This is an optimization exercise on Yosys and OpenROAD, whose aim is small area, not a production implementation.
In this exercise RTL edits were held to simulation tests only and were not proved equivalent to the original.
Power figures rest on the tool's default switching activity, not on a simulated workload.

$ cat flow/design.v
`timescale 1ns / 1ps
module firp(
  input clock,
  input reset,
  output done,
  input start,
  input wire [15:0] input_sample,
  output [15:0] output_sample2);
reg  [3:0]  ph;
reg         pend;      
reg         act;       
reg         last;      
reg         fresh;     
reg  [15:0] C;         
reg  [15:0] W [0:17];  
reg  [8:0]  cy;        
reg  [16:0] acc;       
wire win   = act | (pend & (ph == 4'd0));
wire ready = ~pend & ~act;
wire take  = start & ready;
wire is15  = (ph == 4'd15);
wire en = win & ~fresh;
wire z  = win & fresh & is15;
wire [17:0] t;
wire        c0 = win & C[ph];
genvar k;
generate
  for (k = 0; k < 18; k = k + 1) begin : g_tap
    assign t[k] = (W[k][0] & en) | z;
  end
endgenerate
wire [8:0] pa = {t[7:0], c0};
wire [8:0] pb = {t[9], t[10], t[11], t[12], t[13], t[14], t[15], t[16], t[17]};
wire [8:0] ps, pc;
genvar p;
generate
  for (p = 0; p < 9; p = p + 1) begin : g_pre
    fa3 u_pre (.a(pa[p]), .b(pb[p]), .c(cy[p]), .s(ps[p]), .co(pc[p]));
  end
endgenerate
wire       mid = t[8];
wire s4, c4;
fa3 u_4 (.a(acc[0]), .b(~ps[2]), .c(ps[4]), .s(s4), .co(c4));
wire s7, c7;
ha2 u_7 (.a(~ps[5]), .b(s4), .s(s7), .co(c7));
wire s14, c14;
fa3 u_14 (.a(acc[1]), .b(ps[0]), .c(~ps[1]), .s(s14), .co(c14));
wire s17, c17;
fa3 u_17 (.a(ps[6]), .b(ps[8]), .c(c4), .s(s17), .co(c17));
wire s20, c20;
fa3 u_20 (.a(s14), .b(c7), .c(s17), .s(s20), .co(c20));
wire s29, c29;
fa3 u_29 (.a(acc[2]), .b(ps[2]), .c(ps[4]), .s(s29), .co(c29));
wire s32, c32;
fa3 u_32 (.a(ps[5]), .b(~ps[7]), .c(~mid), .s(s32), .co(c32));
wire s35, c35;
fa3 u_35 (.a(c14), .b(s29), .c(s32), .s(s35), .co(c35));
wire s38, c38;
fa3 u_38 (.a(c17), .b(s35), .c(c20), .s(s38), .co(c38));
wire s45, c45;
fa3 u_45 (.a(acc[3]), .b(~ps[0]), .c(~ps[3]), .s(s45), .co(c45));
wire s48, c48;
fa3 u_48 (.a(ps[8]), .b(c29), .c(c32), .s(s48), .co(c48));
wire s51, c51;
fa3 u_51 (.a(s45), .b(c35), .c(s48), .s(s51), .co(c51));
wire s54, c54;
ha2 u_54 (.a(s51), .b(c38), .s(s54), .co(c54));
wire s60, c60;
fa3 u_60 (.a(acc[4]), .b(ps[1]), .c(ps[7]), .s(s60), .co(c60));
wire s63, c63;
fa3 u_63 (.a(mid), .b(c45), .c(s60), .s(s63), .co(c63));
wire s66, c66;
fa3 u_66 (.a(c48), .b(s63), .c(c51), .s(s66), .co(c66));
wire s69, c69;
ha2 u_69 (.a(s66), .b(c54), .s(s69), .co(c69));
wire s76, c76;
fa3 u_76 (.a(acc[5]), .b(ps[0]), .c(ps[6]), .s(s76), .co(c76));
wire s79, c79;
fa3 u_79 (.a(~ps[8]), .b(last), .c(c60), .s(s79), .co(c79));
wire s82, c82;
fa3 u_82 (.a(s76), .b(c63), .c(s79), .s(s82), .co(c82));
wire s85, c85;
fa3 u_85 (.a(s82), .b(c66), .c(c69), .s(s85), .co(c85));
wire s93, c93;
fa3 u_93 (.a(acc[6]), .b(~ps[2]), .c(ps[5]), .s(s93), .co(c93));
wire s96, c96;
fa3 u_96 (.a(ps[7]), .b(~mid), .c(c76), .s(s96), .co(c96));
wire s99, c99;
fa3 u_99 (.a(s93), .b(c79), .c(s96), .s(s99), .co(c99));
wire s102, c102;
fa3 u_102 (.a(c82), .b(s99), .c(c85), .s(s102), .co(c102));
wire s109, c109;
fa3 u_109 (.a(acc[7]), .b(~ps[3]), .c(~ps[6]), .s(s109), .co(c109));
wire s112, c112;
fa3 u_112 (.a(last), .b(c93), .c(s109), .s(s112), .co(c112));
wire s115, c115;
fa3 u_115 (.a(c96), .b(s112), .c(c99), .s(s115), .co(c115));
wire s118, c118;
ha2 u_118 (.a(s115), .b(c102), .s(s118), .co(c118));
wire s126, c126;
fa3 u_126 (.a(acc[8]), .b(ps[1]), .c(ps[4]), .s(s126), .co(c126));
wire s129, c129;
fa3 u_129 (.a(ps[8]), .b(mid), .c(last), .s(s129), .co(c129));
wire s132, c132;
fa3 u_132 (.a(c109), .b(s126), .c(s129), .s(s132), .co(c132));
wire s135, c135;
fa3 u_135 (.a(c112), .b(s132), .c(c115), .s(s135), .co(c135));
wire s138, c138;
ha2 u_138 (.a(s135), .b(c118), .s(s138), .co(c138));
wire s144, c144;
fa3 u_144 (.a(acc[9]), .b(ps[3]), .c(ps[4]), .s(s144), .co(c144));
wire s147, c147;
fa3 u_147 (.a(~ps[7]), .b(c126), .c(c129), .s(s147), .co(c147));
wire s150, c150;
fa3 u_150 (.a(s144), .b(c132), .c(s147), .s(s150), .co(c150));
wire s153, c153;
fa3 u_153 (.a(s150), .b(c135), .c(c138), .s(s153), .co(c153));
wire s159, c159;
fa3 u_159 (.a(acc[10]), .b(ps[2]), .c(~mid), .s(s159), .co(c159));
wire s162, c162;
fa3 u_162 (.a(c144), .b(s159), .c(c147), .s(s162), .co(c162));
wire s165, c165;
fa3 u_165 (.a(c150), .b(s162), .c(c153), .s(s165), .co(c165));
wire s171, c171;
fa3 u_171 (.a(acc[11]), .b(ps[3]), .c(ps[8]), .s(s171), .co(c171));
wire s174, c174;
fa3 u_174 (.a(c159), .b(s171), .c(c162), .s(s174), .co(c174));
wire s177, c177;
ha2 u_177 (.a(s174), .b(c165), .s(s177), .co(c177));
wire s184, c184;
fa3 u_184 (.a(acc[12]), .b(ps[4]), .c(~ps[6]), .s(s184), .co(c184));
wire s187, c187;
fa3 u_187 (.a(mid), .b(last), .c(c171), .s(s187), .co(c187));
wire s190, c190;
fa3 u_190 (.a(s184), .b(s187), .c(c174), .s(s190), .co(c190));
wire s193, c193;
ha2 u_193 (.a(s190), .b(c177), .s(s193), .co(c193));
wire s198, c198;
fa3 u_198 (.a(acc[13]), .b(ps[5]), .c(last), .s(s198), .co(c198));
wire s201, c201;
fa3 u_201 (.a(c184), .b(s198), .c(c187), .s(s201), .co(c201));
wire s204, c204;
fa3 u_204 (.a(s201), .b(c190), .c(c193), .s(s204), .co(c204));
wire s212, c212;
fa3 u_212 (.a(acc[14]), .b(ps[6]), .c(ps[7]), .s(s212), .co(c212));
wire s215, c215;
fa3 u_215 (.a(ps[8]), .b(mid), .c(c198), .s(s215), .co(c215));
wire s218, c218;
fa3 u_218 (.a(s212), .b(s215), .c(c201), .s(s218), .co(c218));
wire s221, c221;
ha2 u_221 (.a(s218), .b(c204), .s(s221), .co(c221));
wire s225, c225;
fa3 u_225 (.a(acc[15]), .b(last), .c(c212), .s(s225), .co(c225));
wire s228, c228;
fa3 u_228 (.a(c215), .b(s225), .c(c218), .s(s228), .co(c228));
wire s231, c231;
ha2 u_231 (.a(s228), .b(c221), .s(s231), .co(c231));
wire s234, c234;
fa3 u_234 (.a(acc[16]), .b(c225), .c(c228), .s(s234), .co(c234));
wire s237, c237;
ha2 u_237 (.a(s234), .b(c231), .s(s237), .co(c237));
wire s239 = c234 ^ c237;
wire [17:0] s = {s239, s237, s231, s221, s204, s193, s177, s165, s153, s138, s118, s102, s85, s69, s54, s38, s20, s7};
assign output_sample2 = s[16:1];
assign done = last;
integer i;
always @(posedge clock) begin
  for (i = 0; i < 18; i = i + 1)
    W[i] <= {win ? (i == 0 ? c0 : t[i-1]) : W[i][0], W[i][15:1]};
  cy  <= pc;
  acc <= win ? s[17:1] : 17'd6076;
  if (take) C <= {~input_sample[15], input_sample[14:0]};
end
always @(posedge clock or posedge reset) begin
  if (reset) begin
    ph    <= 4'd0;
    pend  <= 1'b0;
    act   <= 1'b0;
    last  <= 1'b0;
    fresh <= 1'b1;
  end else begin
    ph    <= ph + 4'd1;
    pend  <= take | (pend & (ph != 4'd0));
    act   <= win & ~is15;
    last  <= win & is15;
    if (win & is15) fresh <= 1'b0;
  end
end
endmodule
`timescale 1ns / 1ps
module fa3(input a, input b, input c, output s, output co);
    assign s  = a ^ b ^ c;
    assign co = (a & b) | (a & c) | (b & c);
endmodule
module ha2(input a, input b, output s, output co);
    assign s  = a ^ b;
    assign co = a & b;
endmodule
$ cat flow/run.sh
#!/bin/bash
# synth_recipe.tcl (not shown) runs the flow's synth.tcl, then flattens the netlist and writes it again
# the make line also repeats each setting of config.mk as NAME=value (left out here)
make -C /OpenROAD-flow-scripts/flow DESIGN_CONFIG=/design/flow/config.mk WORK_HOME=/design/flow/orfs CLKGATE_MAP_FILE= SYNTH_SCRIPT=/design/flow/synth_recipe.tcl finish
$ cat flow/config.mk
export PLATFORM = sky130hd
export DESIGN_NAME = firp
export DESIGN_NICKNAME = firp
export VERILOG_FILES = /design/flow/design.v
export SDC_FILE = /design/flow/constraint.sdc
export NUM_CORES = 4
export LEC_CHECK = 0
export CAP_MARGIN = 20
export CORE_MARGIN = 2
export CORE_UTILIZATION = 65
export CTS_BUF_LIST = sky130_fd_sc_hd__clkbuf_16
export CTS_CLUSTER_DIAMETER = 150
export CTS_CLUSTER_SIZE = 32
export SLEW_MARGIN = 20
export SYNTH_HIERARCHICAL = 1
export SYNTH_MINIMUM_KEEP_SIZE = 0
$ cat flow/constraint.sdc
create_clock -name core_clock -period 20.0 [get_ports {clock}]
set_input_delay 4.0000 -clock core_clock [delete_from_list [all_inputs] [get_ports {clock}]]
set_output_delay 4.0000 -clock core_clock [all_outputs]
set_load 0.01 [all_outputs]
==> results by group, run 1 <==
Run status
  • Status: timing/DRC/antenna clean

STA
  • Unrepaired setup endpoints after global routing: false
  • Clock period minus worst slack: 13.43 ns
  • Setup Viol. Count Final: 0
  • Highest attainable clock frequency: 74.4 MHz
  • Post-Route Setup TNS: 0 ns
  • Least-Margin Pin Slew: 1.02 ns
  • Max-slew violation total from the final report: 0
  • Crit share post-route: 67.2%
  • Count of endpoints failing hold in the final timing report: 0
  • Worst clock skew: 0.0148 ns
  • Worst-case headroom to the max-slew limit: 31.9%

Floorplanning
  • Core outline area: 13800 sq um
  • Top-level port count: 36
  • Die height: 123 um
  • Initial standard-cell utilization of the core: 66.5%
  • Rows: 43
  • Chip width: 123 um
  • Die Footprint: 15100 sq um

Power
  • Share of total power consumed by net switching: 29.1%
  • Part of the total power dissipated in combinational logic: 40.1%
  • Internal Pwr Total: 1.29 mW
  • Static leakage: 4.23 nW
  • Net Switching: 0.531 mW
  • Clock network power share: 17.8%
  • Seq pwr share: 42.1%
  • Highest ir drop seen on vdd: 0.146 mV
  • Total power density per cell area: 182 nW/um^2

Clock tree
  • Max H-tree Level: 1
  • TritonCTS Sinks: 338
  • Resized cells post-CTS: 0
  • CTS tree: yes
  • Clock-pin slew on the worst setup and hold paths: 0.11 ns
  • Number of buffers added by the clock tree synthesis step: 14
  • CTS Root Buffer Type: clkbuf_16
  • Number of hold buffers added after CTS: 0
  • Buffers from clock root to sink, at most: 3
  • # Post-CTS Setup Buffers: 0
  • Skew-Pair Late Insertion Delay: 0.48 ns

Placement
  • Placed inst area: 9610 sq um
  • Count of port buffers added during placement: 35
  • DP HPWL: 7.99 mm
  • Final RePlAce weighted congestion: 0.847

Critical path
  • Critical path startpoint category: flip-flop
  • Data arrival time of the worst path: 9.43 ns
  • Setup crit end kind: primary output
  • Launch instance of the worst register-to-register path: ph[0]$_DFF_PP0_
  • Required time of the worst setup path: 16.00 ns
  • Setup slack of the most critical reg-to-reg path: 11.32 ns
  • Critical path type: reg -> out
  • RR Endpoint: acc[15]$_SDFF_PN0_
  • Largest driver fanout on the critical path: 38
  • R2r worst-path depth: 27

Global route
  • Initial antenna violation count: 0
  • Global-route wire length before repair: 20.2 mm
  • All-layer global routing usage: 17.9%
  • Maximum number of pins on one net before global-route repair: 39
  • Final global-route overflow total: 0
  • Vias in the first global route: 3872

Hold path
  • Cell depth of the worst hold path: 0
  • Source of the worst hold timing path: W[10][10]$_DFF_P_
  • Worst Hold End: W[10][9]$_DFF_P_
  • Class of the tightest hold or removal check: reg -> reg

Cells and area
  • Share of post-route cells with drive strength above 1: 6.63%
  • Most common cell after layout, fill and taps aside: dfxtp_1
  • Most frequent cells in the layout: 314 x dfxtp_1, 59 x fa_1, 35 x clkdlybuf4s50_1
  • Antenna diode count: 0
  • P&R area growth vs syn: 9.02%
  • Post-route design area: 10000 sq um
  • Nets@finish: 644

Synth
  • Cell variety after synth: 32
  • Top-area cell type share of the netlist area: 68.4%
  • Count of mapped cells out of synthesis: 531
  • Flip-flop and latch count after synthesis: 338
  • Count of warnings emitted by yosys: 8
  • Proportion of synthesized chip area in sequential cells: 75.8%
  • Leading area contributor after synthesis: dfxtp_1
  • Mean instance size in the synthesized netlist: 17.3 sq um
  • Netlist area before placement: 9200 sq um
  • Top cells by area in the synthesized netlist: dfxtp_1 68%, fa_1 13%, edfxtp_1 5.2%
  • Synthesized net count: 621

Detailed routing
  • Detailed-route wire length per cell: 16.9 um
  • Met2 WL post-DR: 6.10 mm
  • Top routing layer in use: met4
  • Vias per std cell: 4.89
  • Amount of wire on met3 after detailed routing: 282 um
  • Number of antenna-violating nets in the routed design: 0
  • Total via count after detailed routing: 3612
  • Total DRC errors in the routed layout: 0
  • 1st-pass router iterations: 4
  • Routed WL: 12.5 mm
  • Total routed wire length on the met1 layer: 5.94 mm
  • DRC violation total after the first TritonRoute iteration: 163

Job
  • Count of maximum capacitance violations: 0
how the worst max path moves through the flow:
stage                          startpoint                  to  depth (start not counted)
final                     ph[0]$_DFF_PP0_  output_sample2[15]                         27
after global routing      ph[0]$_DFF_PP0_  output_sample2[15]                         26
after CTS                 ph[0]$_DFF_PP0_  output_sample2[15]                         26
after detailed placement  ph[0]$_DFF_PP0_  output_sample2[15]                         26
after global placement    ph[0]$_DFF_PP0_  output_sample2[15]                         27
after floorplan           ph[1]$_DFF_PP0_  output_sample2[15]                         28
power groups by stage:
stage	Sequential [mW]	Clock [mW]	Combinational [mW]
4_1_cts	0.768	0.332	0.750
3_5_place_dp	0.782	0	0.746
6_report	0.767	0.324	0.731
3_3_place_gp	0.781	0	0.740
5_1_grt	0.773	0.356	0.827
2_1_floorplan	0.772	0	0.557
metrics by stage:
stage	util, %	hold slack, ns	cells	setup WS [ns]	power (mW)
after global routing	72.5	0.321	738	6.01	1.96
after detailed placement	69.5	0.312	718	7.06	1.53
after CTS	72.5	0.323	738	6.47	1.85
final	72.5	0.324	738	6.57	1.82
after floorplan	-	0.310	531	8.54	1.33
after global placement	69.5	0.310	718	7.20	1.52
layout make-up:
class	count	area (sq um)
inverter	13	48.8
clock buffer	15	375
fill	823	3800
sequential	338	6970
tap	180	225
clock inverter	5	31.3
multi-input combinational	150	2010
timing repair buffer	37	365
worst max-delay path: stages, from the launching register on:
cell	delay, ns
dfrtp_1	0.57
inv_1	0.11
ha_1	0.26
a31oi_4	0.80
nor2_2	0.02
buf_4	0.28
a21o_1	0.24
fa_1	0.65
inv_1	0.12
fa_1	0.43
fa_1	0.46
fa_1	0.39
fa_1	0.37
ha_1	0.19
ha_1	0.19
fa_1	0.39
fa_1	0.38
ha_1	0.19
ha_1	0.19
fa_1	0.39
fa_1	0.38
ha_1	0.19
ha_1	0.19
fa_1	0.37
ha_1	0.20
ha_1	0.18
ha_1	0.28
clkdlybuf4s50_1	0.54
layer usage:
layer	up-vias	GRT usage, %
met4	0	3.74
met2	43	29.4
met1	1818	25.9
li1	1735	-
met5	-	0
met3	16	2.35
per-module statistics from Yosys, one instance, submodules excluded:
module  cell area [sq um]  times used
ha2                  12.5          10
fa3                  20.0          59
firp                 7890           1
registers in the layout, summed over array words and instances, names as in the netlist:
register / count
cy: 9
last: 1
C: 16
ph: 4
W: 288
acc: 17
fresh: 1
act: 1
pend: 1
cells in the mapped netlist:
| library cell | n |
|---|---|
| dfxtp_1 | 314 |
| and4_1 | 1 |
| nand2_1 | 1 |
| edfxtp_1 | 16 |
| inv_1 | 13 |
| mux2_2 | 3 |
| a21o_1 | 19 |
| and2_1 | 1 |
| nor2_2 | 1 |
| buf_4 | 16 |
| xnor2_1 | 2 |
| buf_6 | 1 |
| nor2_1 | 2 |
| or2b_1 | 1 |
| a21oi_1 | 1 |
| nor3b_1 | 1 |
| fa_1 | 59 |
| ha_1 | 12 |
| xor2_1 | 1 |
| nor2b_1 | 9 |
| mux4_2 | 3 |
| clkbuf_1 | 2 |
| nand3_1 | 1 |
| dfrtp_1 | 7 |
| buf_2 | 11 |
| mux2i_1 | 1 |
| a221o_1 | 17 |
| dfstp_2 | 1 |
| o31ai_1 | 1 |
| or2_2 | 9 |
| o22ai_1 | 2 |
| a31oi_1 | 2 |
logic make-up (layout without fill, tap and decap cells):
| group | count (synthesis) | in the layout | synth area share [%] |
|---|---|---|---|
| DFF | 338 | 338 | 75.8 |
| adders and majority gates | 71 | 71 | 14.5 |
| buffers and inverters | 43 | 70 | 2.64 |
| AOI/OAI and AO/OA | 42 | 42 | 3.81 |
| and+or+nand+nor | 27 | 27 | 1.80 |
| muxes | 7 | 7 | 1.21 |
| xor gates and xnor gates | 3 | 3 | 0.286 |
==> run 2: changes to the inputs <==
--- a/flow/config.mk
+++ b/flow/config.mk
@@ -9,7 +9,7 @@
 export CORE_MARGIN = 2
 export CORE_UTILIZATION = 65
-export CTS_BUF_LIST = sky130_fd_sc_hd__clkbuf_16
-export CTS_CLUSTER_DIAMETER = 150
-export CTS_CLUSTER_SIZE = 32
+export CTS_BUF_LIST = sky130_fd_sc_hd__clkbuf_8
+export CTS_CLUSTER_DIAMETER = 100
+export CTS_CLUSTER_SIZE = 17
 export SLEW_MARGIN = 20
 export SYNTH_HIERARCHICAL = 1
==> run 2 against run 1 <==
Combinational power is essentially flat; sequential share of layout area grew 0.35 points; area after synthesis is the same; total power shrank 1.9%; flip-flop and latch count is the same; final cell count grew 1.4%; global-route usage shrank 0.74 points; critical path depth shrank 1; highest routed layer unchanged; clock power shrank 9.6%; count of clock-buffer cells in the layout grew 9.
==> results by group, run 2 <==
Run status
  • Status: timing/DRC/antenna clean

Cells and area
  • Antenna diode count: 0 (unchanged)
  • Largest registers: W (288), acc (17), C (16)
  • Nets@finish: 653 (+1.4%)
  • Most frequent cells in the layout: 314 x dfxtp_1, 59 x fa_1, 35 x clkdlybuf4s50_1
  • Share of post-route cells with drive strength above 1: 8.10% (+1.5 points)
  • P&R area growth vs syn: 8.48%
  • Most flop-heavy register: W
  • Most common cell after layout, fill and taps aside: dfxtp_1
  • Flip-flop count of the largest register after layout: 288 (unchanged)

Placement
  • Final RePlAce weighted congestion: 0.847 (unchanged)
  • DP HPWL: 7.99 mm (unchanged)
  • Count of port buffers added during placement: 35 (unchanged)
  • Worst slack at placement: 7.06 ns (unchanged)

Synth
  • Count of warnings emitted by yosys: 8 (unchanged)
  • Number of synthesized flops with an enable pin: 16 (unchanged)
  • Ranking of synthesized cells by instance count: 314 x dfxtp_1, 59 x fa_1, 19 x a21o_1
  • Leading area contributor after synthesis: dfxtp_1
  • Top-area cell type share of the netlist area: 68.4% (unchanged)
  • Cell variety after synth: 32 (unchanged)
  • Count of mapped cells out of synthesis: 531 (unchanged)
  • Proportion of synthesized chip area in sequential cells: 75.8% (unchanged)
  • Synthesized net count: 621 (unchanged)
  • Share of flip-flops with an asynchronous set or reset: 2.37% (unchanged)
  • Mean instance size in the synthesized netlist: 17.3 sq um (unchanged)
  • Netlist area before placement: 9200 sq um (unchanged)
  • Top cells by area in the synthesized netlist: dfxtp_1 68%, fa_1 13%, edfxtp_1 5.2%
  • Flip-flop and latch count after synthesis: 338 (unchanged)
  • Prevailing post-synth register cell: dfxtp_1
  • Most common cell in the netlist: dfxtp_1

Clock tree
  • Number of buffers added by the clock tree synthesis step: 23 (+9)
  • # Post-CTS Setup Buffers: 0 (unchanged)
  • Resized cells post-CTS: 0 (unchanged)
  • Number of hold buffers added after CTS: 0 (unchanged)
  • Buffers from clock root to sink, at most: 3 (unchanged)
  • CTS Root Buffer Type: clkbuf_8
  • Skew-Pair Late Insertion Delay: 0.54 ns (+0.06 ns)
  • Max H-tree Level: 1 (unchanged)
  • Clock-pin slew on the worst setup and hold paths: 0.12 ns (about the same)
  • TritonCTS Sinks: 338 (unchanged)
  • CTS tree: yes

Critical path
  • Critical path startpoint category: flip-flop
  • Crit-path slowest cell: a31oi_4
  • CP top delay family: adder cells
  • Worst path buffer plus inverter count: 4 (unchanged)
  • Largest driver fanout on the critical path: 38 (unchanged)
  • Cell mode on critical path: fa_1
  • Data arrival time of the worst path: 9.45 ns (+0.02 ns)
  • Required time of the worst setup path: 16.00 ns (about the same)
  • Critical path type: reg -> out
  • Largest stage delay on the critical path: 0.81 ns (about the same)
  • Setup crit end kind: primary output

STA
  • Unrepaired setup endpoints after global routing: false
  • Clock period minus worst slack: 13.45 ns (+0.0193 ns)
  • Post-Route Setup TNS: 0 ns (unchanged)
  • Worst clock skew: 0.0263 ns (+0.0116 ns)
  • Crit share post-route: 67.3% (+0.097 points)
  • Least-Margin Pin Slew: 1.03 ns (+0.00810 ns)
  • Worst-case headroom to the max-slew limit: 31.4% (-0.54 points)
  • Setup Viol. Count Final: 0 (unchanged)
  • Final WS setup: 6.55 ns (-0.0193 ns)
  • Count of endpoints failing hold in the final timing report: 0 (unchanged)
  • Highest attainable clock frequency: 74.3 MHz (-0.14%)
  • Max-slew violation total from the final report: 0 (unchanged)

Floorplanning
  • Initial standard-cell utilization of the core: 66.5% (unchanged)
  • Die height: 123 um (unchanged)
  • Die Footprint: 15100 sq um (unchanged)
  • Rows: 43 (unchanged)
  • Top-level port count: 36 (unchanged)
  • Core outline area: 13800 sq um (unchanged)
  • Chip width: 123 um (unchanged)

Power
  • Highest ir drop seen on vdd: 0.146 mV (about the same)
  • Static leakage: 4.22 nW (-0.33%)
  • Total power density per cell area: 179 nW/um^2 (-1.5%)

Job
  • Count of maximum capacitance violations: 0 (unchanged)

Global route
  • Vias in the first global route: 3831 (-1.1%)
  • Initial antenna violation count: 0 (unchanged)
  • Global-route wire length before repair: 19.5 mm (-3.9%)
  • Final global-route overflow total: 0 (unchanged)
  • All-layer global routing usage: 17.1% (-0.74 points)
  • Maximum number of pins on one net before global-route repair: 39 (unchanged)

Detailed routing
  • Total DRC errors in the routed layout: 0 (unchanged)
  • Vias per std cell: 4.86 (-0.68%)
  • Detailed-route wire length per cell: 15.8 um (-6.7%)
  • Total via count after detailed routing: 3636 (+0.66%)
  • Routed WL: 11.8 mm (-5.4%)
  • DRC violation total after the first TritonRoute iteration: 140 (-14%)
  • Number of antenna-violating nets in the routed design: 0 (unchanged)
  • 1st-pass router iterations: 4 (unchanged)

Hold path
  • Class of the tightest hold or removal check: reg -> reg
==> run 2: cell counts after synthesis <==
Identical to the previous run, type by type.
==> run 2: per-module statistics from Yosys, one instance, submodules excluded <==
module | cells | flip-flops and latches | times used | cell area, sq um
ha2 | 1 | 0 | 10 | 12.5
fa3 | 1 | 0 | 59 | 20.0
firp | 462 | 338 | 1 | 7890
==> run 2: metal layers <==
| layer | up-vias | GRT usage (%) | share of wire [%] |
|---|---|---|---|
| met4 | 0 | 5.32 | 2.5 |
| met1 | 1804 | 24.8 | 49 |
| li1 | 1749 | - | - |
| met5 | - | 0 | 0 |
| met2 | 58 | 26.8 | 46 |
| met3 | 25 | 2.95 | 2.9 |
==> run 2: per-stage QoR <==
step           util (%)  power, mW  area, sq um  hold WS [ns]  cells
3_3_place_gp       69.5       1.52         9610         0.310    718
5_1_grt            72.1       1.93         9970         0.322    748
3_5_place_dp       69.5       1.53         9610         0.312    718
4_1_cts            72.1       1.82         9970         0.312    748
6_report           72.1       1.79         9970         0.319    748
2_1_floorplan         -       1.33         9200         0.310    531
==> run 2: cell type report <==
cell class	count	area [sq um]
Clock buffer	24	330
Clock inverter	6	26.3
Fill cell	855	3850
Inverter	13	48.8
Multi-Input combinational cell	150	2010
Sequential cell	338	6970
Tap cell	180	225
Timing Repair Buffer	37	365
==> run 2: cell families (layout without fill, tap and decap cells) <==
group | count (synthesis) | after routing | share of synthesized area (%)
XOR/XNOR | 3 | 3 | 0.286
AO/OA/AOI/OAI | 42 | 42 | 3.81
AND/OR/NAND/NOR | 27 | 27 | 1.80
buffers and inverters | 43 | 80 | 2.64
adder cells (fa/ha/maj) | 71 | 71 | 14.5
multiplexers | 7 | 7 | 1.21
flip-flops | 338 | 338 | 75.8
==> run 2: worst register-to-register path: cells and delay by family (launching register included) <==
kind | cells | cell delay (ns)
AOI/OAI and AO/OA | 2 | 1.05
adders and majority gates | 19 | 6.24
buffers and inverters | 3 | 0.53
DFF | 1 | 0.54
and+or+nand+nor | 2 | 0.16
==> run 2: worst paths after layout <==
path | end | slack [ns] | cells past startpoint | start
max reg2reg | acc[15]$_SDFF_PN0_ | 11.35 | 26 | ph[0]$_DFF_PP0_
max in group asynchronous | fresh$_DFFE_PP1P_ | 16.00 | 2 | reset
min in group asynchronous | act$_DFF_PP0_ | 3.71 | 2 | reset
min | W[17][8]$_DFF_P_ | 0.32 | 0 | W[17][9]$_DFF_P_
max | output_sample2[15] | 6.55 | 26 | ph[0]$_DFF_PP0_
min reg2reg | W[17][8]$_DFF_P_ | 0.32 | 0 | W[17][9]$_DFF_P_
==> run 2: where the power goes <==
group	switching, mW	total [mW]	leakage [nW]	internal (mW)
Combinational	0.319	0.729	1.22	0.410
Clock	0.183	0.293	0.199	0.110
Sequential	0.0240	0.766	2.79	0.742
==> run 3: changes to the inputs <==
==> flow/flow/run.sh (new file) <==
#!/bin/bash
# The standard layout (bash standard.sh) with two changes:
#  - ports get the smallest buffer (buf_1) instead of the delay buffer that
#    buffer_ports picks by default; every port is still buffered;
#  - clock tree: clkbuf_8 buffers, sink clusters of at most 20 flip-flops,
#    and no dummy loads.
# make's full output goes to flow_make.log here; each ORFS step also keeps its
# own log under orfs/logs/.
set -euo pipefail
export BUFFER_PORTS_ARGS="-buffer_cell sky130_fd_sc_hd__buf_1"
export CTS_ARGS="-sink_clustering_enable -repair_clock_nets -sink_clustering_size 20 -sink_clustering_max_diameter 100 -buf_list sky130_fd_sc_hd__clkbuf_8 -dont_use_dummy_load"
bash standard.sh > flow_make.log 2>&1
==> flow/standard.sh (new file) <==
#!/bin/bash
# synth_recipe.tcl (not shown) runs the flow's synth.tcl, then flattens the netlist and writes it again
# the make line also repeats each setting of config.mk as NAME=value (left out here)
make -C /OpenROAD-flow-scripts/flow DESIGN_CONFIG=/design/flow/config.mk WORK_HOME=/design/flow/orfs CLKGATE_MAP_FILE= SYNTH_SCRIPT=/design/flow/synth_recipe.tcl "${@:-finish}"
--- a/flow/config.mk
+++ b/flow/config.mk
@@ -8,8 +8,5 @@
 export CAP_MARGIN = 20
 export CORE_MARGIN = 2
-export CORE_UTILIZATION = 65
-export CTS_BUF_LIST = sky130_fd_sc_hd__clkbuf_8
-export CTS_CLUSTER_DIAMETER = 100
-export CTS_CLUSTER_SIZE = 17
+export CORE_UTILIZATION = 85
 export SLEW_MARGIN = 20
 export SYNTH_HIERARCHICAL = 1
removed: flow/run.sh
==> run 3 against run 2 <==
The run now fails in 3_5_place_dp; area after synthesis stayed put; synthesized cell count stayed put.
==> results by group, run 3 <==
Run status
  • Status: aborted with a tool error
  • Last stage reached: 3_5_place_dp
  • First error: Error: detail_place.tcl, 38 bad optional access

Synth
  • Ranking of synthesized cells by instance count: 314 x dfxtp_1, 59 x fa_1, 19 x a21o_1
  • Most common cell in the netlist: dfxtp_1
  • Count of warnings emitted by yosys: 8 (unchanged)
  • Proportion of synthesized chip area in sequential cells: 75.8% (unchanged)
  • Mean instance size in the synthesized netlist: 17.3 sq um (unchanged)
  • Number of synthesized flops with an enable pin: 16 (unchanged)
  • Flip-flop and latch count after synthesis: 338 (unchanged)
  • Top cells by area in the synthesized netlist: dfxtp_1 68%, fa_1 13%, edfxtp_1 5.2%
  • Top-area cell type share of the netlist area: 68.4% (unchanged)
  • Share of flip-flops with an asynchronous set or reset: 2.37% (unchanged)
  • Synthesized net count: 621 (unchanged)
  • Prevailing post-synth register cell: dfxtp_1
  • Cell variety after synth: 32 (unchanged)
  • Netlist area before placement: 9200 sq um (unchanged)
  • Leading area contributor after synthesis: dfxtp_1
  • Count of mapped cells out of synthesis: 531 (unchanged)

Floorplanning
  • Chip width: 108 um (-12%)
  • Initial standard-cell utilization of the core: 88.3% (+22 points)
  • Die height: 108 um (-12%)
  • Rows: 37 (-14%)
  • Top-level port count: 36 (unchanged)

Placement
  • Final RePlAce weighted congestion: 0.798 (-5.8%)
  • Count of port buffers added during placement: 35 (unchanged)
==> run 3: cell counts after synthesis <==
Identical to the previous run, type by type.
==> run 3: worst min path at each step <==
stage,end,depth (start not counted),slack [ns]
after floorplan,W[0][0]$_DFF_P_,0,0.31
after global placement,W[5][0]$_DFF_P_,0,0.31
==> run 3: per-module statistics from Yosys (local to each module, per instance) <==
module | times used | flip-flops and latches
fa3 | 59 | 0
firp | 1 | 338
ha2 | 10 | 0
==> run 3: through the flow <==
| step | power (mW) | hold slack (ns) | instances |
|---|---|---|---|
| floorplan | 1.33 | 0.310 | 531 |
| global placement | 1.35 | 0.311 | 674 |
==> run 3: logic make-up after synthesis <==
kind of cell / count (synthesis) / share of synthesized area, %
DFF: 338 / 75.8
adders and majority gates: 71 / 14.5
buffers and inverters: 43 / 2.64
AOI/OAI and AO/OA: 42 / 3.81
and+or+nand+nor: 27 / 1.80
muxes: 7 / 1.21
xor gates and xnor gates: 3 / 0.286
==> run 3: power by group through the flow <==
stage	clock [mW]	combinational, mW	sequential, mW
3_3_place_gp	0	0.566	0.781
2_1_floorplan	0	0.557	0.772
==> run 4: changes to the inputs <==
==> flow/flow/run.sh (replaced) <==
#!/bin/bash
# The standard layout (bash standard.sh) with two changes:
#  - ports get the smallest buffer (buf_1) instead of the delay buffer that
#    buffer_ports picks by default; every port is still buffered;
#  - clock tree: clkbuf_4 and clkbuf_8 buffers, sink clusters of at most 12 flip-flops,
#    and no dummy loads.
# make's full output goes to flow_make.log here; each ORFS step also keeps its
# own log under orfs/logs/.
set -euo pipefail
export BUFFER_PORTS_ARGS="-buffer_cell sky130_fd_sc_hd__buf_1"
export CTS_ARGS='-sink_clustering_enable -repair_clock_nets -sink_clustering_size 12 -sink_clustering_max_diameter 60 -buf_list {sky130_fd_sc_hd__clkbuf_4 sky130_fd_sc_hd__clkbuf_8} -dont_use_dummy_load'
bash standard.sh > flow_make.log 2>&1
--- a/flow/config.mk
+++ b/flow/config.mk
@@ -8,5 +8,5 @@
 export CAP_MARGIN = 20
 export CORE_MARGIN = 2
-export CORE_UTILIZATION = 85
+export CORE_UTILIZATION = 75
 export SLEW_MARGIN = 20
 export SYNTH_HIERARCHICAL = 1
==> run 4 against run 3 <==
Now clean on timing, DRC and antenna; area after synthesis unchanged; synthesized cell count unchanged.
==> results by group, run 4 <==
Run status
  • Status: timing/DRC/antenna clean

Global route
  • Initial antenna violation count: 0
  • Vias in the first global route: 4348
  • Maximum number of pins on one net before global-route repair: 39
  • Global-route wire length before repair: 25.0 mm
  • Final global-route overflow total: 0
  • All-layer global routing usage: 26.3%

Cells and area
  • Most common cell after layout, fill and taps aside: dfxtp_1
  • Most flop-heavy register: W
  • Share of post-route cells with drive strength above 1: 9.77%
  • Post-route insts no fill: 720
  • P&R area growth vs syn: 7.16%
  • Nets@finish: 665
  • Flip-flop count of the largest register after layout: 288
  • Largest registers: W (288), acc (17), C (16)
  • Antenna diode count: 0
  • Most frequent cells in the layout: 314 x dfxtp_1, 59 x fa_1, 35 x buf_1
  • Final core utilization: 82.0%
  • Post-route design area: 9850 sq um

Clock tree
  • Clock-pin slew on the worst setup and hold paths: 0.08 ns
  • Number of buffers added by the clock tree synthesis step: 34
  • TritonCTS Sinks: 338
  • Max H-tree Level: 2
  • Number of hold buffers added after CTS: 0
  • CTS Root Buffer Type: clkbuf_8
  • Resized cells post-CTS: 0
  • Buffers from clock root to sink, at most: 3
  • CTS tree: yes
  • # Post-CTS Setup Buffers: 0
  • Skew-Pair Late Insertion Delay: 0.51 ns

Synth
  • Flip-flop and latch count after synthesis: 338 (unchanged)
  • Proportion of synthesized chip area in sequential cells: 75.8% (unchanged)
  • Top cells by area in the synthesized netlist: dfxtp_1 68%, fa_1 13%, edfxtp_1 5.2%
  • Count of warnings emitted by yosys: 8 (unchanged)
  • Leading area contributor after synthesis: dfxtp_1
  • Count of mapped cells out of synthesis: 531 (unchanged)
  • Ranking of synthesized cells by instance count: 314 x dfxtp_1, 59 x fa_1, 19 x a21o_1
  • Prevailing post-synth register cell: dfxtp_1
  • Most common cell in the netlist: dfxtp_1
  • Number of synthesized flops with an enable pin: 16 (unchanged)
  • Share of flip-flops with an asynchronous set or reset: 2.37% (unchanged)
  • Synthesized net count: 621 (unchanged)
  • Cell variety after synth: 32 (unchanged)
  • Netlist area before placement: 9200 sq um (unchanged)
  • Mean instance size in the synthesized netlist: 17.3 sq um (unchanged)
  • Top-area cell type share of the netlist area: 68.4% (unchanged)

STA
  • Clock period minus worst slack: 12.99 ns
  • Least-Margin Pin Slew: 0.850 ns
  • Crit share post-route: 64.9%
  • Count of endpoints failing hold in the final timing report: 0
  • Max-slew violation total from the final report: 0
  • Worst-case headroom to the max-slew limit: 43.3%
  • Worst clock skew: 0.0236 ns
  • Setup Viol. Count Final: 0
  • Unrepaired setup endpoints after global routing: false
  • Final WS setup: 7.01 ns
  • Post-Route Setup TNS: 0 ns
  • Final Hold Slack: 0.318 ns
  • Highest attainable clock frequency: 77.0 MHz

Placement
  • Placed inst area: 9350 sq um
  • DP HPWL: 9.64 mm
  • Count of port buffers added during placement: 35 (unchanged)
  • Worst slack at placement: 7.23 ns
  • Final RePlAce weighted congestion: 0.827 (+3.6%)
  • Placed instance count: 685

Critical path
  • Crit-path slowest cell: fa_1
  • Critical path type: reg -> out
  • Data arrival time of the worst path: 8.99 ns
  • Largest driver fanout on the critical path: 36
  • Largest stage delay on the critical path: 0.71 ns
  • Critical path startpoint category: flip-flop
  • Cell mode on critical path: fa_1
  • Required time of the worst setup path: 16.00 ns
  • Setup crit end kind: primary output

Power
  • Total power draw: 1.74 mW
  • Total power density per cell area: 177 nW/um^2
  • Highest ir drop seen on vdd: 0.0999 mV
  • Static leakage: 4.18 nW

Floorplanning
  • Die Footprint: 13200 sq um
  • Chip width: 115 um (+6.2%)
  • Die height: 115 um (+6.2%)
  • Initial standard-cell utilization of the core: 76.6% (-12 points)
  • Top-level port count: 36 (unchanged)
  • Core outline area: 12000 sq um
  • Rows: 40 (+8.1%)

Detailed routing
  • DRC violation total after the first TritonRoute iteration: 288
  • Number of antenna-violating nets in the routed design: 0
  • 1st-pass router iterations: 4
  • Detailed-route wire length per cell: 22.3 um
  • Total via count after detailed routing: 3909
  • Total DRC errors in the routed layout: 0
  • Vias per std cell: 5.43
  • Routed WL: 16.1 mm

Hold path
  • Class of the tightest hold or removal check: reg -> reg

Job
  • Count of maximum capacitance violations: 0
-- run 4: area by class of cell --
class,instances,area [sq um]
sequential,338,6970
fill,519,2160
multi-input combinational,150,2010
clock buffer,34,468
tap,147,184
timing repair buffer,38,174
inverter,13,48.8
-- run 4: Yosys stat by module, one instance, submodules excluded --
module	cell area, sq um	copies in the design	cells	flip-flops and latches
firp	7890	1	462	338
ha2	12.5	10	1	0
fa3	20.0	59	1	0
-- run 4: logic make-up (layout without fill, tap and decap cells) --
kind of cell               count (synthesis)  after routing  synth area share (%)
xor gates and xnor gates                   3              3                 0.286
DFF                                      338            338                  75.8
muxes                                      7              7                  1.21
adders and majority gates                 71             71                  14.5
buffers and inverters                     43             85                  2.64
and+or+nand+nor                           27             27                  1.80
AOI/OAI and AO/OA                         42             42                  3.81
-- run 4: where the power goes --
part / total (mW) / internal, mW / leakage, nW / switching [mW]
registers: 0.769 / 0.742 / 2.79 / 0.0262
clock network: 0.359 / 0.152 / 0.244 / 0.207
logic: 0.617 / 0.272 / 1.14 / 0.345
total: 1.74 / 1.17 / 4.18 / 0.578
-- run 4: worst max-delay path, delay by kind of cell (launching register included) --
family,cells,cell delay [ns]
adder cells (fa/ha/maj),19,6.42
buffers and inverters,4,0.70
AO/OA/AOI/OAI,2,0.69
flip-flops,1,0.60
AND/OR/NAND/NOR,1,0.07
-- run 4: worst paths after layout --
path,startpoint,to,slack (ns),cells after the start
setup / recovery,ph[0]$_DFF_PP0_,output_sample2[15],7.01,26
hold / removal,W[11][5]$_DFF_P_,W[11][4]$_DFF_P_,0.32,0
setup reg to reg,ph[0]$_DFF_PP0_,acc[16]$_SDFF_PN0_,11.32,27
hold reg to reg,W[11][5]$_DFF_P_,W[11][4]$_DFF_P_,0.32,0
max in group asynchronous,reset,fresh$_DFFE_PP1P_,16.30,2
min in group asynchronous,reset,last$_DFF_PP0_,3.42,2
-- run 4: routing by layer --
layer / GRT usage, % / share of wire [%]
met5: 0 / 0
met2: 45.5 / 53
met3: 5.35 / 5.3
met4: 7.31 / 2.2
met1: 34.5 / 40
==> run 5: changes to the inputs <==
==> flow/flow/run.sh (replaced) <==
#!/bin/bash
# The standard layout (bash standard.sh) with two changes:
#  - ports get the smallest buffer (buf_1) instead of the delay buffer that
#    buffer_ports picks by default; every port is still buffered;
#  - clock tree: clkbuf_8 buffers, sink clusters of at most 17 flip-flops,
#    and no dummy loads.
# make's full output goes to flow_make.log here; each ORFS step also keeps its
# own log under orfs/logs/.
set -euo pipefail
export BUFFER_PORTS_ARGS="-buffer_cell sky130_fd_sc_hd__buf_1"
export CTS_ARGS="-sink_clustering_enable -repair_clock_nets -sink_clustering_size 17 -sink_clustering_max_diameter 100 -buf_list sky130_fd_sc_hd__clkbuf_8 -dont_use_dummy_load"
bash standard.sh > flow_make.log 2>&1
--- a/flow/config.mk
+++ b/flow/config.mk
@@ -8,5 +8,5 @@
 export CAP_MARGIN = 20
 export CORE_MARGIN = 2
-export CORE_UTILIZATION = 75
+export CORE_UTILIZATION = 65
 export SLEW_MARGIN = 20
 export SYNTH_HIERARCHICAL = 1
==> run 5 against run 4 <==
Still clean on timing, DRC and antenna; flip-flop and latch count unchanged; global-route usage decreased by 9.8 points; core utilization decreased by 12 points; synthesized cell count unchanged; via count decreased by 7.6%; routed wire length decreased by 29%.
==> results by group, run 5 <==
Floorplanning
  • Top-level port count: 36 (unchanged)
  • Core outline area: 13800 sq um (+15%)
  • Initial standard-cell utilization of the core: 66.5% (-10 points)
  • Rows: 43 (+7.5%)
  • Die height: 123 um (+7.2%)
  • Die Footprint: 15100 sq um (+15%)
  • Chip width: 123 um (+7.2%)

Cells and area
  • Multi-input gate area: 2010 sq um (unchanged)
  • Flip-flop count of the largest register after layout: 288 (unchanged)
  • Most frequent cells in the layout: 314 x dfxtp_1, 59 x fa_1, 35 x buf_1
  • Count of filler cells inserted in the layout: 876 (+69%)
  • Final core utilization: 70.3% (-12 points)
  • Share of post-route cells with drive strength above 1: 7.84% (-1.9 points)
  • Most flop-heavy register: W
  • Post-route design area: 9720 sq um (-1.4%)
  • Nets@finish: 653 (-1.8%)
  • Most common cell after layout, fill and taps aside: dfxtp_1
  • P&R area growth vs syn: 5.66%
  • Largest registers: W (288), acc (17), C (16)
  • Sequential cell area: 6970 sq um (unchanged)
  • Antenna diode count: 0 (unchanged)
  • Post-route insts no fill: 741 (+2.9%)

Clock tree
  • CTS tree: yes
  • Number of hold buffers added after CTS: 0 (unchanged)
  • Max H-tree Level: 1 (-1)
  • # Post-CTS Setup Buffers: 0 (unchanged)
  • TritonCTS Sinks: 338 (unchanged)
  • Clock-pin slew on the worst setup and hold paths: 0.12 ns (+0.04 ns)
  • Buffers from clock root to sink, at most: 3 (unchanged)
  • CTS Root Buffer Type: clkbuf_8
  • Skew-Pair Late Insertion Delay: 0.52 ns (about the same)
  • Number of buffers added by the clock tree synthesis step: 23 (-32%)
  • Resized cells post-CTS: 0 (unchanged)

STA
  • Worst-case headroom to the max-slew limit: 34.7% (-8.6 points)
  • Clock period minus worst slack: 13.04 ns (+0.0563 ns)
  • Max-slew violation total from the final report: 0 (unchanged)
  • Count of endpoints failing hold in the final timing report: 0 (unchanged)
  • Highest attainable clock frequency: 76.7 MHz (-0.43%)
  • Post-Route Setup TNS: 0 ns (unchanged)
  • Crit share post-route: 65.2% (+0.28 points)
  • Setup Viol. Count Final: 0 (unchanged)
  • Least-Margin Pin Slew: 0.980 ns (+0.129 ns)
  • Worst clock skew: 0.0250 ns (+0.00145 ns)
  • Unrepaired setup endpoints after global routing: false

Power
  • Net Switching: 0.515 mW (-11%)
  • Total power density per cell area: 167 nW/um^2 (-5.8%)
  • Share of total power consumed by net switching: 31.8% (-1.3 points)
  • Part of the total power dissipated in combinational logic: 35.5% (about the same)
  • Internal Pwr Total: 1.11 mW (-5.3%)
  • Highest ir drop seen on vdd: 0.0989 mV (-0.96%)
  • Seq pwr share: 47.2% (+3.1 points)
  • Total power draw: 1.62 mW (-7.1%)
  • Static leakage: 4.09 nW (-2.2%)
  • Clock network power share: 17.3% (-3.3 points)

Synth
  • Proportion of synthesized chip area in sequential cells: 75.8% (unchanged)
  • Cell variety after synth: 32 (unchanged)
  • Count of warnings emitted by yosys: 8 (unchanged)
  • Share of flip-flops with an asynchronous set or reset: 2.37% (unchanged)
  • Prevailing post-synth register cell: dfxtp_1
  • Most common cell in the netlist: dfxtp_1
  • Ranking of synthesized cells by instance count: 314 x dfxtp_1, 59 x fa_1, 19 x a21o_1
  • Top-area cell type share of the netlist area: 68.4% (unchanged)
  • Count of mapped cells out of synthesis: 531 (unchanged)
  • Flip-flop and latch count after synthesis: 338 (unchanged)
  • Leading area contributor after synthesis: dfxtp_1
  • Synthesized net count: 621 (unchanged)
  • Number of synthesized flops with an enable pin: 16 (unchanged)
  • Top cells by area in the synthesized netlist: dfxtp_1 68%, fa_1 13%, edfxtp_1 5.2%
  • Mean instance size in the synthesized netlist: 17.3 sq um (unchanged)
  • Netlist area before placement: 9200 sq um (unchanged)

Detailed routing
  • Number of antenna-violating nets in the routed design: 0 (unchanged)
  • 1st-pass router iterations: 4 (unchanged)
  • Total via count after detailed routing: 3611 (-7.6%)
  • Detailed-route wire length per cell: 15.4 um (-31%)
  • Vias per std cell: 4.87 (-10%)
  • Total DRC errors in the routed layout: 0 (unchanged)
  • Routed WL: 11.4 mm (-29%)
  • DRC violation total after the first TritonRoute iteration: 172 (-40%)

Run status
  • Status: timing/DRC/antenna clean

Hold path
  • Source of the worst hold timing path: W[3][1]$_DFF_P_
  • Cell depth of the worst hold path: 0 (unchanged)
  • Worst Hold End: W[3][0]$_DFF_P_
  • Class of the tightest hold or removal check: reg -> reg

Global route
  • All-layer global routing usage: 16.5% (-9.8 points)
  • Final global-route overflow total: 0 (unchanged)
  • Maximum number of pins on one net before global-route repair: 39 (unchanged)
  • Initial antenna violation count: 0 (unchanged)
  • Global-route wire length before repair: 18.7 mm (-25%)
  • Vias in the first global route: 3681 (-15%)

Critical path
  • Setup slack of the most critical reg-to-reg path: 11.37 ns (+0.05 ns)
  • Largest driver fanout on the critical path: 38 (+5.6%)
  • RR Endpoint: acc[16]$_SDFF_PN0_
  • Critical path type: reg -> out
  • Launch instance of the worst register-to-register path: ph[0]$_DFF_PP0_
  • Critical path startpoint category: flip-flop
  • R2r worst-path depth: 28 (+3.7%)
  • Largest stage delay on the critical path: 0.77 ns (+0.06 ns)
  • Worst path buffer plus inverter count: 4 (unchanged)
  • CP top delay family: adder cells
  • Setup crit end kind: primary output
  • Required time of the worst setup path: 16.00 ns (about the same)
  • Crit-path slowest cell: a31oi_4
  • Data arrival time of the worst path: 9.04 ns (+0.05 ns)

Placement
  • Final RePlAce weighted congestion: 0.820 (-0.86%)
  • Placed inst area: 9390 sq um (+0.44%)
  • Count of port buffers added during placement: 35 (unchanged)
  • DP HPWL: 7.68 mm (-20%)
  • Placed instance count: 718 (+4.8%)

Job
  • Count of maximum capacitance violations: 0 (unchanged)
## run 5: worst max-delay path by stage
stage,from,slack [ns],endpoint,cells after the start
floorplan,ph[1]$_DFF_PP0_,8.54,output_sample2[15],28
global placement,ph[0]$_DFF_PP0_,7.59,output_sample2[15],27
detailed placement,ph[0]$_DFF_PP0_,7.43,output_sample2[15],26
CTS,ph[0]$_DFF_PP0_,6.85,output_sample2[15],26
global route,ph[0]$_DFF_PP0_,6.42,output_sample2[15],27
finish,ph[0]$_DFF_PP0_,6.96,output_sample2[15],27
## run 5: final cells by class
class                      count  share of cell area [%]
sequential                   338                    71.7
tap                          180                    2.32
timing repair buffer          37                    1.51
clock buffer                  23                    3.26
multi-input combinational    150                    20.7
inverter                      13                   0.502
## run 5: per-stage QoR
step | setup slack, ns | hold slack (ns)
3_3_place_gp | 7.59 | 0.310
2_1_floorplan | 8.54 | 0.310
6_report | 6.96 | 0.318
5_1_grt | 6.42 | 0.325
4_1_cts | 6.85 | 0.318
3_5_place_dp | 7.43 | 0.312
## run 5: power groups by stage
| stage | Clock [mW] | Sequential, mW | Combinational, mW |
|---|---|---|---|
| 2_1_floorplan | 0 | 0.772 | 0.557 |
| 3_3_place_gp | 0 | 0.780 | 0.589 |
| 3_5_place_dp | 0 | 0.781 | 0.594 |
| 4_1_cts | 0.293 | 0.766 | 0.597 |
| 5_1_grt | 0.316 | 0.771 | 0.669 |
| 6_report | 0.281 | 0.765 | 0.575 |
## run 5: cells by family (layout without fill, tap and decap cells)
group / Yosys count / count (layout) / share of synthesized area (%)
xor gates and xnor gates: 3 / 3 / 0.286
buffers and inverters: 43 / 73 / 2.64
and+or+nand+nor: 27 / 27 / 1.80
adders and majority gates: 71 / 71 / 14.5
AOI/OAI and AO/OA: 42 / 42 / 3.81
muxes: 7 / 7 / 1.21
DFF: 338 / 338 / 75.8
## run 5: worst register-to-register path, delay by kind of cell, from the launching register on
| family | cells | cell delay (ns) |
|---|---|---|
| adder cells (fa/ha/maj) | 20 | 6.16 |
| flip-flops | 1 | 0.55 |
| AND/OR/NAND/NOR | 2 | 0.09 |
| buffers and inverters | 3 | 0.52 |
| AO/OA/AOI/OAI | 2 | 1.01 |
| XOR/XNOR | 1 | 0.17 |
## run 5: layer usage
| layer | GRT usage [%] | routed length (um) |
|---|---|---|
| met2 | 25.5 | 5200 |
| met1 | 24.1 | 5580 |
| met3 | 3.04 | 391 |
| met4 | 4.96 | 255 |
| met5 | 0 | 0 |
## run 5: per-module statistics from Yosys, one instance, submodules excluded
module / times used / flops+latches
ha2: 10 / 0
fa3: 59 / 0
firp: 1 / 338

-- re-timing with driven ports --
No port has a modelled driver above. Below, the same layouts with a new extraction and two added sets of constraints. Step 1 assumes that a clkbuf_16 drives the clock port and a buf_2 every other input. Step 2 moves the port delays by t, midway between the first and last clock arrival at a register: inputs arrive t later, outputs are due t later. That takes back most of the time a late clock gives input paths. Slacks: ideal / step 1 / step 2; pairs: ideal / step 1.
| run | t, ns | slack for setup (ns) | hold WS [ns] | slew at the worst register clock pin (ns) | cell pins on the clock port's net |
|---|---|---|---|---|---|
| run 1 | 0.517 | 6.565 / 6.523 / 7.040 | 0.324 / 0.324 / 0.324 | 0.12 / 0.12 | 1 |
| run 2 | 0.567 | 6.546 / 6.510 / 7.076 | 0.319 / 0.319 / 0.319 | 0.12 / 0.12 | 1 |
| run 4 | 0.538 | 7.014 / 6.976 / 7.514 | 0.318 / 0.318 / 0.318 | 0.08 / 0.08 | 1 |
| run 5 | 0.544 | 6.958 / 6.920 / 7.464 | 0.318 / 0.318 / 0.318 | 0.12 / 0.12 | 1 |
After both steps setup and hold are still met in every run listed.
